This design comes from an exercise in tuning for small area on the open sky130 flow, not from production work.
Function was checked by simulation only, so behaviour that the tests miss may differ from the original.

## flow/design.v (module list and top-level ports; edited modules follow where they fit)
// module top: 213 lines
// module lane0: 82 lines
// module lane1: 82 lines
// module lane2: 82 lines
// module l1eng: 1141 lines
module top (
    input clk,
    input rst_n,
    input [7:0] pixel_in,
    input pixel_valid,
    output [6:0] hex,
    output finish,
    output signed [11:0] score0,
    output signed [11:0] score1
);
  // ...
==> flow/run.sh <==
#!/bin/bash
# synth_recipe.tcl (not shown) runs the flow's synth.tcl, then flattens the netlist and writes it again
# the make line also repeats each setting of config.mk as NAME=value (left out here)
make -C /OpenROAD-flow-scripts/flow DESIGN_CONFIG=/design/flow/config.mk WORK_HOME=/design/flow/orfs CLKGATE_MAP_FILE= SYNTH_SCRIPT=/design/flow/synth_recipe.tcl finish
==> flow/config.mk <==
export PLATFORM = sky130hd
export DESIGN_NAME = top
export DESIGN_NICKNAME = top
export VERILOG_FILES = /design/flow/design.v
export SDC_FILE = /design/flow/constraint.sdc
export NUM_CORES = 8
export LEC_CHECK = 0
export ABC_AREA = 1
export CAP_MARGIN = 20
export CORE_MARGIN = 2
export CORE_UTILIZATION = 40
export CTS_BUF_LIST = sky130_fd_sc_hd__clkbuf_4 sky130_fd_sc_hd__clkbuf_16
export CTS_CLUSTER_DIAMETER = 70
export CTS_CLUSTER_SIZE = 10
export SLEW_MARGIN = 20
==> flow/constraint.sdc <==
create_clock -name core_clock -period 13.0 [get_ports {clk}]
set_input_delay 2.6000 -clock core_clock [delete_from_list [all_inputs] [get_ports {clk}]]
set_output_delay 2.6000 -clock core_clock [all_outputs]
set_load 0.01 [all_outputs]
==> metrics.yaml, run 1 <==
status: "finished clean"
synth_edf_count: 1267
path_clk_slew_ps: 60
maxUsedRoutingLayer: "met5"
routedWlPerCell_um: 25.3
h-tree-depth: 4
grt-ovfl-total: 0
grt_max_degree: 211
worst_hold_slack_ps: 372
wl_met2_mm: 128
cpPeakStageDelay_ps: 770
firstDrtPassIters: 6
slew_viol_final: 0
syn-instance-count: 7828
cp.depth: 36
post-place-ws_ps: 2660
drv_cap: 0
drt-met1-wl_mm: 118
first_iter_violations: 5946
cts.sinks: 1338
synth-seq-cells: 1338
inv_count: 1558
multi_input_area_share_pct: 43.2
stdcell_count: 10939
cts_tree: "done"
final-clk-cell-share_pct: 5.11
hold_path_startpoint: "sr[329]"
placedInstanceArea_um2: 93200
nClkBuffers: 223
netlist_area_um2: 89100
synth_compound_area_share_pct: 6.20
period_minus_slack_ps: 10640
seq_area_um2: 39700
design.core.area_um2: 222000
post-cts-setup-buffer-count: 0
regMostFlops: "sr"
areaGrowthSynthToFinish_pct: 10.3
==> run 2: changes to the inputs <==
--- a/flow/config.mk
+++ b/flow/config.mk
@@ -9,7 +9,7 @@
 export CAP_MARGIN = 20
 export CORE_MARGIN = 2
 export CORE_UTILIZATION = 40
-export CTS_BUF_LIST = sky130_fd_sc_hd__clkbuf_4 sky130_fd_sc_hd__clkbuf_16
-export CTS_CLUSTER_DIAMETER = 70
-export CTS_CLUSTER_SIZE = 10
+export CTS_BUF_LIST = sky130_fd_sc_hd__clkbuf_8
+export CTS_CLUSTER_DIAMETER = 80
+export CTS_CLUSTER_SIZE = 12
 export SLEW_MARGIN = 20
==> run 2 against run 1 <==
Still clean. Via count down 0.25%. Sequential cell count unchanged. Final cell count down 0.39%. Maximum frequency up 0.28%. Area after synthesis unchanged. Clock-buffer cell count down 85. Core utilization down 1.2 points. Critical path depth up 4. Worst setup slack better by 30 ps. Register-to-register slack better by 30 ps. Sequential share of layout area up 1.1 points. Critical path type unchanged. Critical endpoint unchanged. Largest cell class unchanged. Highest routed layer unchanged.
==> metrics.yaml, run 2 <==
netlist_top_cells_count: "inv_1 (1,507), edfxtp_1 (1,267), nand2_1 (1,049)"  # unchanged
holdBufCountCts: 0  # unchanged
firstDrtPassIters: 6  # unchanged
grt-ovfl-total: 0  # unchanged
grt_max_degree: 211  # unchanged
cts_tree: "done"  # unchanged
antenna_found_initial: 7  # unchanged
place_congestion: 0.992  # unchanged
syn_avg_cell_area_um2: 11.4  # unchanged
worst_path_most_repeated_cell: "nor2_1"  # unchanged
die_area_um2: 227000  # unchanged
final_cell_mix: "inv_1 (1,557), edfxtp_1 (1,267), nand2_1 (1,049)"  # was inv_1 (1,507), edfxtp_1 (1,267), nand2_1 (1,049)
fmax_mhz: 94.2  # was 93.9 MHz
synthDistinctLibCells: 67  # unchanged
period_minus_slack_ps: 10610  # was 10,640 ps
crit_slowest_cell: "mux2i_1"  # was xor2_1
rrSetupSlack_ps: 2390  # was 2360 ps
ios: 43  # unchanged
fin_crit_sh_pct: 81.7  # was 81.9%
synth-seq-cells: 1338  # unchanged
areaGrowthSynthToFinish_pct: 7.25  # was 10.3%
tightest_slew_ps: 1160  # was 1120 ps
crit_path_start_kind: "flip-flop"  # unchanged
cts_root_buf: "clkbuf_8"  # was clkbuf_16
worst_slack_ps: 2390  # was 2360 ps
first_iter_violations: 6104  # was 5,946
critPathMaxFanout: 12  # unchanged
cts_repair_resize_count: 0  # unchanged
path_delay_family: "adder cells"  # unchanged
rsz0062_at_grt: "false"  # unchanged
worst-setup-path-type: "flip-flop to flip-flop"  # unchanged
post-cts-setup-buffer-count: 0  # unchanged
post-place-ws_ps: 2660  # unchanged
grt_pass1_vias: 59928  # was 60,222
report.final.setup_viol: 0  # unchanged
design.core.area_um2: 222000  # unchanged
required_ps: 13640  # was 13,660 ps
fin_nets: 9211  # was 9,237
place_hpwl_mm: 209  # unchanged
largest_register_ffs: 448  # unchanged
synth_largest_area_cell: "edfxtp_1"  # unchanged
synth_ff_type: "edfxtp_1"  # unchanged
synth_area_leaders: "edfxtp_1 (43%), fa_1 (21%), inv_1 (6.3%), ha_1 (6.1%), nand2_1 (4.4%)"  # unchanged
syn-instance-count: 7828  # unchanged
routedWlPerCell_um: 25.3  # about the same
grtUsageTotal_pct: 24.7  # about the same
start_util_pct: 40.2  # unchanged
final_layout_size_suffix_gt1_share_pct: 5.80  # was 6.93%
mostFrequentLayoutCell: "inv_1"  # unchanged
clock_latency_ps: 960  # was 830 ps
drc: 0  # unchanged
critPathArrivalTime_ps: 11250  # was 11,300 ps
cpPeakStageDelay_ps: 770  # about the same
worst-path-buf-inv: 9  # was 8
drv_cap: 0  # unchanged
setup_tns_ps: 0  # unchanged
die_h_um: 476  # unchanged
seq_area_frac_synth_pct: 44.5  # unchanged
h-tree-depth: 4  # unchanged
synth_top_area_share_pct: 42.7  # unchanged
netlist_area_um2: 89100  # unchanged
num_vias: 58516  # was 58,665
finalClockSkew_ps: 74.8  # was 75.0 ps
viasPerCell: 5.37  # was 5.36
dp_cells: 10678  # unchanged
critPathCaptureType: "flip-flop"  # unchanged
report.final.hold_viol_count: 0  # unchanged
synth.most_common_cell: "inv_1"  # unchanged
die_w_um: 476  # unchanged
synth_warnings: 1  # unchanged
grt_pass1_wl_mm: 407  # was 408 mm
worst_hold_slack_ps: 379  # was 372 ps
async_reset_ff_share_pct: 2.99  # unchanged
slew_viol_final: 0  # unchanged
regMostFlops: "sr"  # unchanged
port_buffers: 41  # unchanged
syn-num-nets: 9196  # unchanged
status: "finished clean"  # unchanged
min_path_type: "flip-flop to flip-flop"  # unchanged
drtAntennaViolNets: 0  # unchanged
stdcell_count: 10896  # was 10,939
synth_edf_count: 1267  # unchanged
path_clk_slew_ps: 80  # was 60 ps
cts_buffers: 136  # was 161
clockBufferDepth: 3  # unchanged
cts.sinks: 1338  # unchanged
routed_wl_mm: 276  # was 277 mm
rows: 173  # unchanged
worst_slew_margin_rel_pct: 22.0  # was 25.0%
-- run 2: cell types whose count changed in the layout (fill, tap and decap cells not counted), sizes merged --
cell | before | now
buf | 133 | 132
clkinvlp | 2 | 3
clkinv | 26 | 13
inv | 1561 | 1615
clkbuf | 223 | 138
bufinv | 0 | 1
-- run 2: final timing paths --
path / from / end / depth (start not counted)
min in group asynchronous: rst_n / fin / 2
max in group asynchronous: rst_n / e_fc / 2
min: sr[297] / sr[305] / 0
max reg2reg: e_opk[3] / qx[20] / 40
min reg2reg: sr[297] / sr[305] / 0
max: e_opk[3] / qx[20] / 40
-- run 2: per-stage QoR --
stage / util (%) / cell area (um2)
6_report: 43.1 / 95600
5_1_grt: 43.1 / 95600
4_1_cts: 43.1 / 95600
3_5_place_dp: 42.0 / 93200
3_3_place_gp: 42.0 / 93200
2_1_floorplan: - / 89200
-- run 2: kinds of logic (layout without fill, tap and decap cells) --
logic type | after synthesis | in the layout | share of synthesized area (%)
compound gates | 888 | 888 | 6.20
fa+ha+maj | 1357 | 1357 | 26.8
flops | 1338 | 1338 | 44.5
mux | 14 | 14 | 0.157
other cells | 1 | 5 | 0.00421
simple gates | 1862 | 1862 | 9.27
buf+inv | 1853 | 1942 | 7.99
xor+xnor | 515 | 515 | 5.06
-- run 2: layer usage --
metal / routed length (um) / global-route usage (%) / up-vias
met5: 27 / 0 / -
met4: 11700 / 9.69 / 4
met2: 127000 / 38.8 / 2430
met1: 117000 / 34.4 / 29911
met3: 20500 / 3.71 / 454
li1: - / - / 25717
-- run 2: final cells by class --
cell class	count	area [um2]
multi-input cells	4637	42500
inverters	1558	5850
well taps	2975	3720
flip-flops and latches	1338	39700
repair buffers	172	1460
clock buffers	138	1900
diodes	4	10.0
fillers	20780	126000
clock inverters	74	478

-- what the ideal ports hide --
Ports are ideal in the flow. The routed layouts listed here were re-timed in OpenROAD. Step 1 (the two cells are an assumption about what drives the block):
set clk [get_ports {clk}]
set_driving_cell -lib_cell sky130_fd_sc_hd__clkbuf_16 $clk
set_driving_cell -lib_cell sky130_fd_sc_hd__buf_2 [delete_from_list [all_inputs] $clk]
Step 2 moves the port delays by t, midway between the first and last clock arrival at a register: inputs arrive t later, outputs are due t later. That takes back most of the time a late clock gives input paths. Slacks: ideal / step 1 / step 2; pairs: ideal / step 1.
run	t, ns	setup slack, ns	worst setup path at the end	worst data-port slew with drivers (ns)	cell pins on the clock port's net
run 1	0.881	2.355 / 2.355 / 2.355	register to register	0.06	1
run 2	1.003	2.385 / 2.385 / 2.385	register to register	0.06	1
After both steps every run listed still meets setup and hold.
